This is an optimization exercise on Yosys and OpenROAD, whose aim is small area, a short achievable clock period and few clock cycles per item, not a production implementation.
Function was not checked in any run shown here: the RTL went through the layout flow alone.

## flow/design.v (module list and top-level ports; edited modules follow where they fit)
// module dct8_fa: 10 lines
// module dct8_top: 1218 lines
module dct8_top #(
    parameter N         = DCT8_N,
    parameter IN_W      = DCT8_IN_W,
    parameter COEFF_W   = DCT8_COEFF_W,
    parameter OUT_W     = DCT8_OUT_W,
    parameter FRAC_BITS = DCT8_FRAC_BITS
)(
    input  wire                    clk,
    input  wire                    rst_n,
    input  wire                    din_valid,
    input  wire signed [IN_W-1:0]  din,
    output wire                    din_ready,
    output wire                    dout_valid,
    output wire signed [OUT_W-1:0] dout,
    input  wire                    dout_ready
);
  // ...
==> flow/flow/run.sh <==
#!/bin/bash
set -euo pipefail
export SETUP_SLACK_MARGIN=9.8
export DONT_USE_CELLS="sky130_fd_sc_hd__clkdlybuf4s15_1 sky130_fd_sc_hd__clkdlybuf4s15_2 sky130_fd_sc_hd__clkdlybuf4s18_1 sky130_fd_sc_hd__clkdlybuf4s18_2 sky130_fd_sc_hd__clkdlybuf4s25_1 sky130_fd_sc_hd__clkdlybuf4s25_2 sky130_fd_sc_hd__clkdlybuf4s50_1 sky130_fd_sc_hd__clkdlybuf4s50_2 sky130_fd_sc_hd__dlygate4sd1_1 sky130_fd_sc_hd__dlygate4sd2_1 sky130_fd_sc_hd__dlygate4sd3_1 sky130_fd_sc_hd__dlymetal6s2s_1 sky130_fd_sc_hd__dlymetal6s4s_1 sky130_fd_sc_hd__dlymetal6s6s_1"
bash standard.sh > standard.log 2>&1
==> flow/standard.sh <==
#!/bin/bash
# synth_recipe.tcl (not shown) runs the flow's synth.tcl, then flattens the netlist and writes it again
# the make line also repeats each setting of config.mk as NAME=value (left out here)
make -C /OpenROAD-flow-scripts/flow DESIGN_CONFIG=/design/flow/config.mk WORK_HOME=/design/flow/orfs CLKGATE_MAP_FILE= SYNTH_SCRIPT=/design/flow/synth_recipe.tcl "${@:-finish}"
==> flow/config.mk <==
export PLATFORM = sky130hd
export DESIGN_NAME = dct8_top
export DESIGN_NICKNAME = dct8_top
export VERILOG_FILES = /design/flow/design.v
export SDC_FILE = /design/flow/constraint.sdc
export NUM_CORES = 4
export LEC_CHECK = 0
export CAP_MARGIN = 20
export CORE_MARGIN = 2
export CORE_UTILIZATION = 40
export CTS_BUF_LIST = sky130_fd_sc_hd__clkbuf_4 sky130_fd_sc_hd__clkbuf_8
export CTS_CLUSTER_SIZE = 24
export SLEW_MARGIN = 20
export SYNTH_HIERARCHICAL = 1
==> flow/constraint.sdc <==
create_clock -name core_clock -period 14.0 [get_ports {clk}]
set_input_delay 2.8000 -clock core_clock [delete_from_list [all_inputs] [get_ports {clk}]]
set_output_delay 2.8000 -clock core_clock [all_outputs]
set_load 0.01 [all_outputs]
==> impl_metrics.yaml, run 1 <==
critical_path:
  worst-path-max-fanout: 39
  slowest_delay_ns: 0.70
  rr_worst_depth: 13
  worstSetupStartpointType: "flop"
run_status:
  status: "finished clean"
clock_network:
  postCtsSetupRepairBufs: 10
  clock-sinks: 563
synthesis:
  syn_inst: 3113
  synth_edf_count: 297
  syn_area_per_cell_um2: 11.8
  syn_area_um2: 36800
cells_and_area:
  drive_gt1_frac: 0.104
  stdcell_count: 4422
  multi_input_cells: 2171
  layout_commonest_cell: "fa_1"
  multi_input_area_share: 0.519
  regArea_um2: 14400
  seq_cells: 563
routing:
  routed_wl_um: 94900
  post-route-drc-count: 0
  maxUsedRoutingLayer: "met4"
  met3_length_um: 7160
  route.met2.wl_um: 44400
timing:
  relSlewSlack: 0.258
  skew_ns: 0.0526
  fin_crit_sh: 0.297
  grt_setup_unrepaired: "yes"
  worstMarginPinSlew_ns: 1.10
place:
  dpl.hpwl_um: 69500
  dp_cells: 4218
grt:
  antenna_found_initial: 1
  grt_pass1_wl_um: 147000
  grtUsageTotal: 0.204
floorplanning:
  ios: 40
==> run 2: changes to the inputs <==
--- a/flow/design.v
+++ b/flow/design.v
@@ -1090,93 +1090,30 @@
     wire _c827, _c828;
     dct8_fa u_c827 (.a(_c546), .b(_c709), .c(_c704), .s(_c827), .co(_c828));
     wire _c829, _c830;
     dct8_fa u_c829 (.a(_c711), .b(_c706), .c(_c708), .s(_c829), .co(_c830));
     wire _c831, _c832;
     dct8_fa u_c831 (.a(lx0[17]), .b(lx1[17]), .c(lx2[18]), .s(_c831), .co(_c832));
     wire _c833, _c834;
     dct8_fa u_c833 (.a(kcv[31]), .b(_c710), .c(_c712), .s(_c833), .co(_c834));
-    wire _c835 = lx0[0] ^ ~lx1[0];
-    wire _c836 = lx0[0] & ~lx1[0];
-    wire _c837, _c838;
-    dct8_fa u_c837 (.a(_s0_1), .b(_s2_1), .c(kcv[1]), .s(_c837), .co(_c838));
-    wire _c839, _c840;
-    dct8_fa u_c839 (.a(_c547), .b(_c714), .c(~_c717), .s(_c839), .co(_c840));
-    wire _c841, _c842;
-    dct8_fa u_c841 (.a(_c718), .b(_c716), .c(_c719), .s(_c841), .co(_c842));
-    wire _c843, _c844;
-    dct8_fa u_c843 (.a(_c720), .b(~_c723), .c(_c725), .s(_c843), .co(_c844));
-    wire _c845, _c846;
-    dct8_fa u_c845 (.a(~_c724), .b(_c727), .c(_c726), .s(_c845), .co(_c846));
-    wire _c847, _c848;
-    dct8_fa u_c847 (.a(_c728), .b(_c731), .c(_c730), .s(_c847), .co(_c848));
-    wire _c849, _c850;
-    dct8_fa u_c849 (.a(_c732), .b(_c735), .c(~_c734), .s(_c849), .co(_c850));
-    wire _c851, _c852;
-    dct8_fa u_c851 (.a(_c739), .b(_c736), .c(~_c738), .s(_c851), .co(_c852));
-    wire _c853, _c854;
-    dct8_fa u_c853 (.a(_c740), .b(_c743), .c(_c745), .s(_c853), .co(_c854));
-    wire _c855, _c856;
-    dct8_fa u_c855 (.a(_c744), .b(_c747), .c(_c746), .s(_c855), .co(_c856));
-    wire _c857, _c858;
-    dct8_fa u_c857 (.a(~_c748), .b(_c751), .c(_c750), .s(_c857), .co(_c858));
-    wire _c859, _c860;
-    dct8_fa u_c859 (.a(_c755), .b(_c752), .c(~_c754), .s(_c859), .co(_c860));
-    wire _c861, _c862;
-    dct8_fa u_c861 (.a(_c756), .b(_c759), .c(~_c761), .s(_c861), .co(_c862));
-    wire _c863, _c864;
-    dct8_fa u_c863 (.a(~_c760), .b(_c763), .c(_c765), .s(_c863), .co(_c864));
-    wire _c865, _c866;
-    dct8_fa u_c865 (.a(_c764), .b(_c767), .c(_c766), .s(_c865), .co(_c866));
-    wire _c867, _c868;
-    dct8_fa u_c867 (.a(_c773), .b(_c770), .c(~_c771), .s(_c867), .co(_c868));
-    wire _c869, _c870;
-    dct8_fa u_c869 (.a(_c775), .b(_c772), .c(~_c774), .s(_c869), .co(_c870));
-    wire _c871, _c872;
-    dct8_fa u_c871 (.a(_c779), .b(_c776), .c(~_c781), .s(_c871), .co(_c872));
-    wire _c873, _c874;
-    dct8_fa u_c873 (.a(_c783), .b(_c780), .c(~_c785), .s(_c873), .co(_c874));
-    wire _c875, _c876;
-    dct8_fa u_c875 (.a(_c787), .b(_c784), .c(~_c789), .s(_c875), .co(_c876));
-    wire _c877, _c878;
-    dct8_fa u_c877 (.a(_c791), .b(_c788), .c(~_c793), .s(_c877), .co(_c878));
-    wire _c879, _c880;
-    dct8_fa u_c879 (.a(_c795), .b(_c792), .c(~_c797), .s(_c879), .co(_c880));
-    wire _c881, _c882;
-    dct8_fa u_c881 (.a(_c799), .b(_c796), .c(_c801), .s(_c881), .co(_c882));
-    wire _c883, _c884;
-    dct8_fa u_c883 (.a(_c803), .b(_c800), .c(_c805), .s(_c883), .co(_c884));
-    wire _c885, _c886;
-    dct8_fa u_c885 (.a(_c807), .b(_c804), .c(_c809), .s(_c885), .co(_c886));
-    wire _c887, _c888;
-    dct8_fa u_c887 (.a(_c811), .b(_c808), .c(_c813), .s(_c887), .co(_c888));
-    wire _c889, _c890;
-    dct8_fa u_c889 (.a(_c815), .b(_c812), .c(_c817), .s(_c889), .co(_c890));
-    wire _c891, _c892;
-    dct8_fa u_c891 (.a(_c819), .b(_c816), .c(~_c821), .s(_c891), .co(_c892));
-    wire _c893, _c894;
-    dct8_fa u_c893 (.a(_c823), .b(_c820), .c(_c825), .s(_c893), .co(_c894));
-    wire _c895, _c896;
-    dct8_fa u_c895 (.a(_c827), .b(_c824), .c(_c829), .s(_c895), .co(_c896));
-    wire _c897, _c898;
-    dct8_fa u_c897 (.a(~_c831), .b(_c828), .c(_c833), .s(_c897), .co(_c898));
-    wire _c899 = kcv[32] ^ ~_c832;
-    wire _c900 = kcv[32] & ~_c832;
-    reg  [32:0] r2a, r2b, r2c;
+    reg  [32:0] r2a, r2b, r2c, r2d;
     always @(posedge clk) begin
-        r2a <= {_c834, _c830, _c826, ~_c822, _c818, _c814, _c810, _c806, _c802, ~_c798, ~_c794, ~_c790, ~_c786, ~_c782, ~_c778, ~_c777, _c768, ~_c769, _c762, _c758, _c757, _c753, ~_c749, _c742, _c741, ~_c737, ~_c733, _c729, ~_c722, ~_c721, _c715, ~_c713, _s0_0};
-        r2b <= {_c899, _c897, _c895, _c893, _c891, _c889, _c887, _c885, _c883, _c881, _c879, _c877, _c875, _c873, _c871, _c869, ~_c867, _c865, _c863, ~_c861, ~_c859, ~_c857, _c855, _c853, _c851, _c849, _c847, _c845, _c843, _c841, ~_c839, _c837, kcv[0]};
-        r2c <= {_c898, _c896, _c894, _c892, _c890, _c888, _c886, _c884, _c882, _c880, _c878, _c876, _c874, _c872, _c870, ~_c868, _c866, _c864, ~_c862, ~_c860, ~_c858, _c856, _c854, _c852, _c850, _c848, _c846, _c844, _c842, ~_c840, _c838, _c836, _c835};
+        r2a <= {kcv[32], ~_c831, _c827, _c823, _c819, _c815, _c811, _c807, _c803, _c799, _c795, _c791, _c787, _c783, _c779, _c775, _c771, _c767, _c763, ~_c759, ~_c755, ~_c751, _c747, _c743, _c739, _c735, _c731, _c727, ~_c723, _c719, ~_c547, _s0_1, lx0[0]};
+        r2b <= {~_c832, _c833, _c829, _c825, ~_c821, _c817, _c813, _c809, _c805, _c801, ~_c797, ~_c793, ~_c789, ~_c785, ~_c781, ~_c777, ~_c773, ~_c769, _c765, _c761, _c757, _c753, ~_c749, _c745, _c741, ~_c737, ~_c733, _c729, _c725, ~_c721, _c715, _s2_1, ~lx1[0]};
+        r2c <= {_c834, _c828, _c824, _c820, _c816, _c812, _c808, _c804, _c800, _c796, _c792, _c788, _c784, _c780, _c776, _c772, _c768, _c764, ~_c760, ~_c756, ~_c752, _c748, _c744, _c740, _c736, _c732, _c728, ~_c724, _c720, _c716, _c717, kcv[1], _s0_0};
+        r2d <= {1'b0, _c830, _c826, ~_c822, _c818, _c814, _c810, _c806, _c802, ~_c798, ~_c794, ~_c790, ~_c786, ~_c782, ~_c778, ~_c774, ~_c770, _c766, _c762, _c758, _c754, ~_c750, _c746, _c742, ~_c738, ~_c734, _c730, _c726, ~_c722, _c718, ~_c714, ~_c713, kcv[0]};
     end
-    wire [32:0] cs_s, cs_c;
+    wire [32:0] cs_s, cs_c, ct_s, ct_c;
+    wire [32:0] cs_cx = {cs_c[31:0], 1'b0};
     generate for (gi = 0; gi < 33; gi = gi + 1) begin : g_c
         dct8_fa u_c (.a(r2a[gi]), .b(r2b[gi]), .c(r2c[gi]), .s(cs_s[gi]), .co(cs_c[gi]));
+        dct8_fa u_d (.a(cs_s[gi]), .b(cs_cx[gi]), .c(r2d[gi]), .s(ct_s[gi]), .co(ct_c[gi]));
     end endgenerate
-    wire [32:0] acc = cs_s + {cs_c[31:0], 1'b0};
+    wire [32:0] acc = ct_s + {ct_c[31:0], 1'b0};
     wire [17:0] res = acc[32:15];
     wire [2:0] cnt_p = cnt - {2'b0, pop};
     wire [2:0] cnt_n = cnt_p + {2'b0, p2v};
     wire       pend_n  = (acc_in & in_cnt[2]) | (pend & ~pdo);
     wire [1:0] pi_n    = (acc_in & in_cnt[2]) ? ~in_cnt[1:0] : pi;
     wire       o_v_n   = o_load | (o_v & ~(issue & (o_k == 3'd7)));
     wire [2:0] o_k_n   = o_load ? 3'd0 : (issue ? o_k + 3'd1 : o_k);
     wire       issue_n = o_v_n & ((cnt_n + {2'b0, issue} + {2'b0, p1v}) <= 3'd3);
==> flow/flow/run.sh (replaced) <==
#!/bin/bash
set -euo pipefail
export SETUP_SLACK_MARGIN=10.1
PLATFORM_DONT_USE="$(make -s -C "$FLOW_HOME" DESIGN_CONFIG="$PWD/config.mk" WORK_HOME="$PWD/print_tmp" print-DONT_USE_CELLS | sed -n 's/^DONT_USE_CELLS: *//p')"
EXTRA="sky130_fd_sc_hd__clkdlybuf4s15_1 sky130_fd_sc_hd__clkdlybuf4s15_2 sky130_fd_sc_hd__clkdlybuf4s18_1 sky130_fd_sc_hd__clkdlybuf4s18_2 sky130_fd_sc_hd__clkdlybuf4s25_1 sky130_fd_sc_hd__clkdlybuf4s25_2 sky130_fd_sc_hd__clkdlybuf4s50_1 sky130_fd_sc_hd__clkdlybuf4s50_2 sky130_fd_sc_hd__dlygate4sd1_1 sky130_fd_sc_hd__dlygate4sd2_1 sky130_fd_sc_hd__dlygate4sd3_1 sky130_fd_sc_hd__dlymetal6s2s_1 sky130_fd_sc_hd__dlymetal6s4s_1 sky130_fd_sc_hd__dlymetal6s6s_1"
echo "DONT_USE_CELLS=$PLATFORM_DONT_USE $EXTRA" > dont_use.log
bash standard.sh "DONT_USE_CELLS=$PLATFORM_DONT_USE $EXTRA" finish > standard.log 2>&1
==> flow/config.mk (replaced) <==
export PLATFORM = sky130hd
export DESIGN_NAME = dct8_top
export DESIGN_NICKNAME = dct8_top
export VERILOG_FILES = /design/flow/design.v
export SDC_FILE = /design/flow/constraint.sdc
export NUM_CORES = 4
export LEC_CHECK = 0
export CAP_MARGIN = 20
export CORE_MARGIN = 2
export CORE_UTILIZATION = 40
export SLEW_MARGIN = 20
export SYNTH_HIERARCHICAL = 1
==> impl_metrics.yaml, run 2 <==
critical_path:
  crit_family: "adder cells"
  worst-path-max-fanout: 2
  crit_chain: "buf_12 > nand2_8 > clkinv_16 > ha_4 > inv_8 > ha_4 > fa_2 > ha_4 > xor2_4 > nor4_4 > nor3_2"
  crit_required_ns: 14.47
  arrival_ns: 4.54
  worstSetupStartpointType: "primary input"
  worst-setup-path-type: "in -> reg"
  slowest_delay_ns: 0.35
  critPathBufInv: 3
  path_common_cell: "ha_4"
  crit_slowest_cell: "fa_2"
  endpoint_kind: "flop"
cells_and_area:
  layout_common_cells: "500 x fa_1, 328 x nand2_1, 297 x edfxtp_1"
  n_antenna_cell: 0
  drive_gt1_frac: 0.107
  final_core_util: 0.458
  fin_nets: 3855
  layout_commonest_cell: "fa_1"
  top_regs: "r2a x33, r2b x33, r2c x33"
  areaGrowthSynthToFinish_pct: 13.8
routing:
  drt-pass1-iter-count: 10
  wl_per_cell_um: 21.2
  routed_wl_um: 95900
  vias: 23927
  drt_iter0_markers: 2251
  ant_nets: 0
  post-route-drc-count: 0
  via_per_inst: 5.30
clock_network:
  cts_max_path_buffers: 3
  clk_pin_slew_worst_paths_ns: 0.06
  ctsHtreeMaxLevel: 3
  clock-root-buffer: "clkbuf_16"
  numCtsBuffers: 67
  cts_tree: "yes"
  clock-sinks: 595
  cts_hold_buf: 0
  worstSkewPairLatency_ns: 0.62
hold_path:
  worstHoldPathType: "reg -> reg"
timing:
  worstMarginPinSlew_ns: 1.10
  fin_ws_ns: 9.94
  finalSetupTns_ns: 0
  fmax_mhz: 246
  fin_crit_sh: 0.290
  drv_slew: 0
  skew_ns: 0.0370
  grt_setup_unrepaired: "yes"
  setup_viol: 0
  relSlewSlack: 0.267
  finalHoldViolations: 0
  min_period_ns: 4.06
synthesis:
  ys_seq_elements: 595
  synth_edf_count: 297
  synth_top_area_share: 0.269
  synth_common_cells: "503 x fa_1, 330 x nand2_1, 297 x edfxtp_1, 281 x dfxtp_1, 230 x inv_1"
  synth_ff_type: "edfxtp_1"
  synth.area.top_cells: "fa_1 27%, edfxtp_1 24%, dfxtp_1 15%"
  ys_async_sr_fraction: 0.0286
  ys_seq_area_frac: 0.400
  syn_inst: 3143
  syn_area_um2: 37400
  yosys.area.top_type: "fa_1"
  syn_area_per_cell_um2: 11.9
  ys_warn_count: 7
  ys_types: 73
  yosysMostFrequentCell: "fa_1"
place:
  dpl.hpwl_um: 70400
  dpl_worst_slack_ns: 8.54
  io_buffer_count: 39
  gp_congestion: 0.942
floorplanning:
  start_util: 0.402
  core_area_um2: 93000
  die-area_um2: 96100
  num_rows: 112
  die_height_um: 310
  dieWidth_um: 310
  ios: 40
grt:
  grt_overflow: 0
  grt_max_degree: 81
  grtUsageTotal: 0.201
  grt_pass1_wl_um: 146000
  antenna_found_initial: 0
  first_global_vias: 24365
run:
  cap_viol_max_count: 0
run_status:
  status: "finished clean"
## run 2: cell families (layout without fill, tap and decap cells)
family | after synthesis | after routing | synth area share
adders and majority gates | 622 | 622 | 0.309
and+or+nand+nor | 685 | 692 | 0.0828
AOI/OAI and AO/OA | 625 | 625 | 0.112
buffers and inverters | 382 | 495 | 0.0387
xor gates and xnor gates | 135 | 135 | 0.0316
muxes | 98 | 98 | 0.0263
other | 1 | 2 | 0.000100
DFF | 595 | 595 | 0.400
## run 2: timing repair
item / in CTS / in global routing
pin swaps: 18 / 38
endpoints found under the setup margin: 366 / 237
setup buffers: 23 / 41
cloned: 8 / 3
resized for setup: 88 / 115
## run 2: worst reg2reg max path, delay by kind of cell, from the launching register on
family	cells	cell delay, ns
AOI/OAI and AO/OA	7	1.11
adders and majority gates	2	0.76
and+or+nand+nor	1	0.30
muxes	2	0.42
buffers and inverters	4	0.52
DFF	1	0.53
## run 2: per-module statistics from Yosys (local to each module, per instance)
module / copies in the design / cells inside / cell area (um2) / flops+latches
dct8_fa: 498 / 1 / 20.0 / 0
dct8_top: 1 / 2645 / 27500 / 595
## run 2: routing by layer
layer | share of wire | GRT usage
met3 | 0.075 | 0.0467
met5 | 0 | 0
met2 | 0.46 | 0.318
met4 | 0.046 | 0.0789
met1 | 0.42 | 0.268
## run 2: per-stage QoR
step	cells	area, um2	hold WS, ns
final	4518	42600	0.341
after global routing	4518	42600	0.349
after CTS	4473	41800	0.343
after detailed placement	4322	39000	0.330
after global placement	4321	39000	0.318
after floorplan	3144	37600	0.310
## run 2: final timing paths
| path | start | endpoint | slack [ns] | cells past startpoint |
|---|---|---|---|---|
| max | dout_ready | dnr$_DFF_PN0_ | 9.94 | 11 |
| min | kcv[0]$_DFF_P_ | r2d[0]$_DFF_P_ | 0.34 | 0 |
| max reg2reg | pi[0]$_DFF_PN0_ | r2[15]$_DFFE_PP_ | 10.11 | 16 |
| min reg2reg | kcv[0]$_DFF_P_ | r2d[0]$_DFF_P_ | 0.34 | 0 |
| max in group asynchronous | rst_n | o_k[0]$_DFF_PN0_ | 11.40 | 3 |
| min in group asynchronous | rst_n | dv$_DFF_PN0_ | 1.97 | 1 |
## run 2: layout make-up
| type | instances | area [um2] |
|---|---|---|
| clock buffers | 86 | 1890 |
| clock inverters | 34 | 443 |
| fillers | 8510 | 50500 |
| inverters | 236 | 928 |
| multi-input cells | 2174 | 21800 |
| flip-flops and latches | 595 | 15000 |
| well taps | 1254 | 1570 |
| repair buffers | 136 | 938 |
| repair inverters | 3 | 40.0 |

separate check: timing with driven ports:
The flow's constraints put no driver on any port. The routed layouts listed below were extracted and timed again, unchanged, in two steps. Step 1 sets driving cells, clkbuf_16 on the clock port and buf_2 on the other inputs (assumed; they add their load-dependent delay and slew). Step 2 also shifts input and output timing later by t, the mid clock arrival at the registers, as if the neighbouring blocks saw the same clock. Slacks: ideal ports / drivers / drivers and shift; pairs: ideal ports / drivers.
run	t, ns	setup WS [ns]	hold slack, ns	slew at the worst register clock pin (ns)	worst slew at a driven data input, ns
run 1	0.765	9.835 / 9.803 / 9.144	0.335 / 0.335 / 0.335	0.07 / 0.07	0.07
run 2	0.666	9.936 / 9.952 / 9.286	0.341 / 0.341 / 0.341	0.07 / 0.07	0.06
After both steps setup and hold are still met in every run listed. For run 1, which loses most, drivers alone change the setup slack by -0.032 ns; drivers and shift together by -0.691 ns.
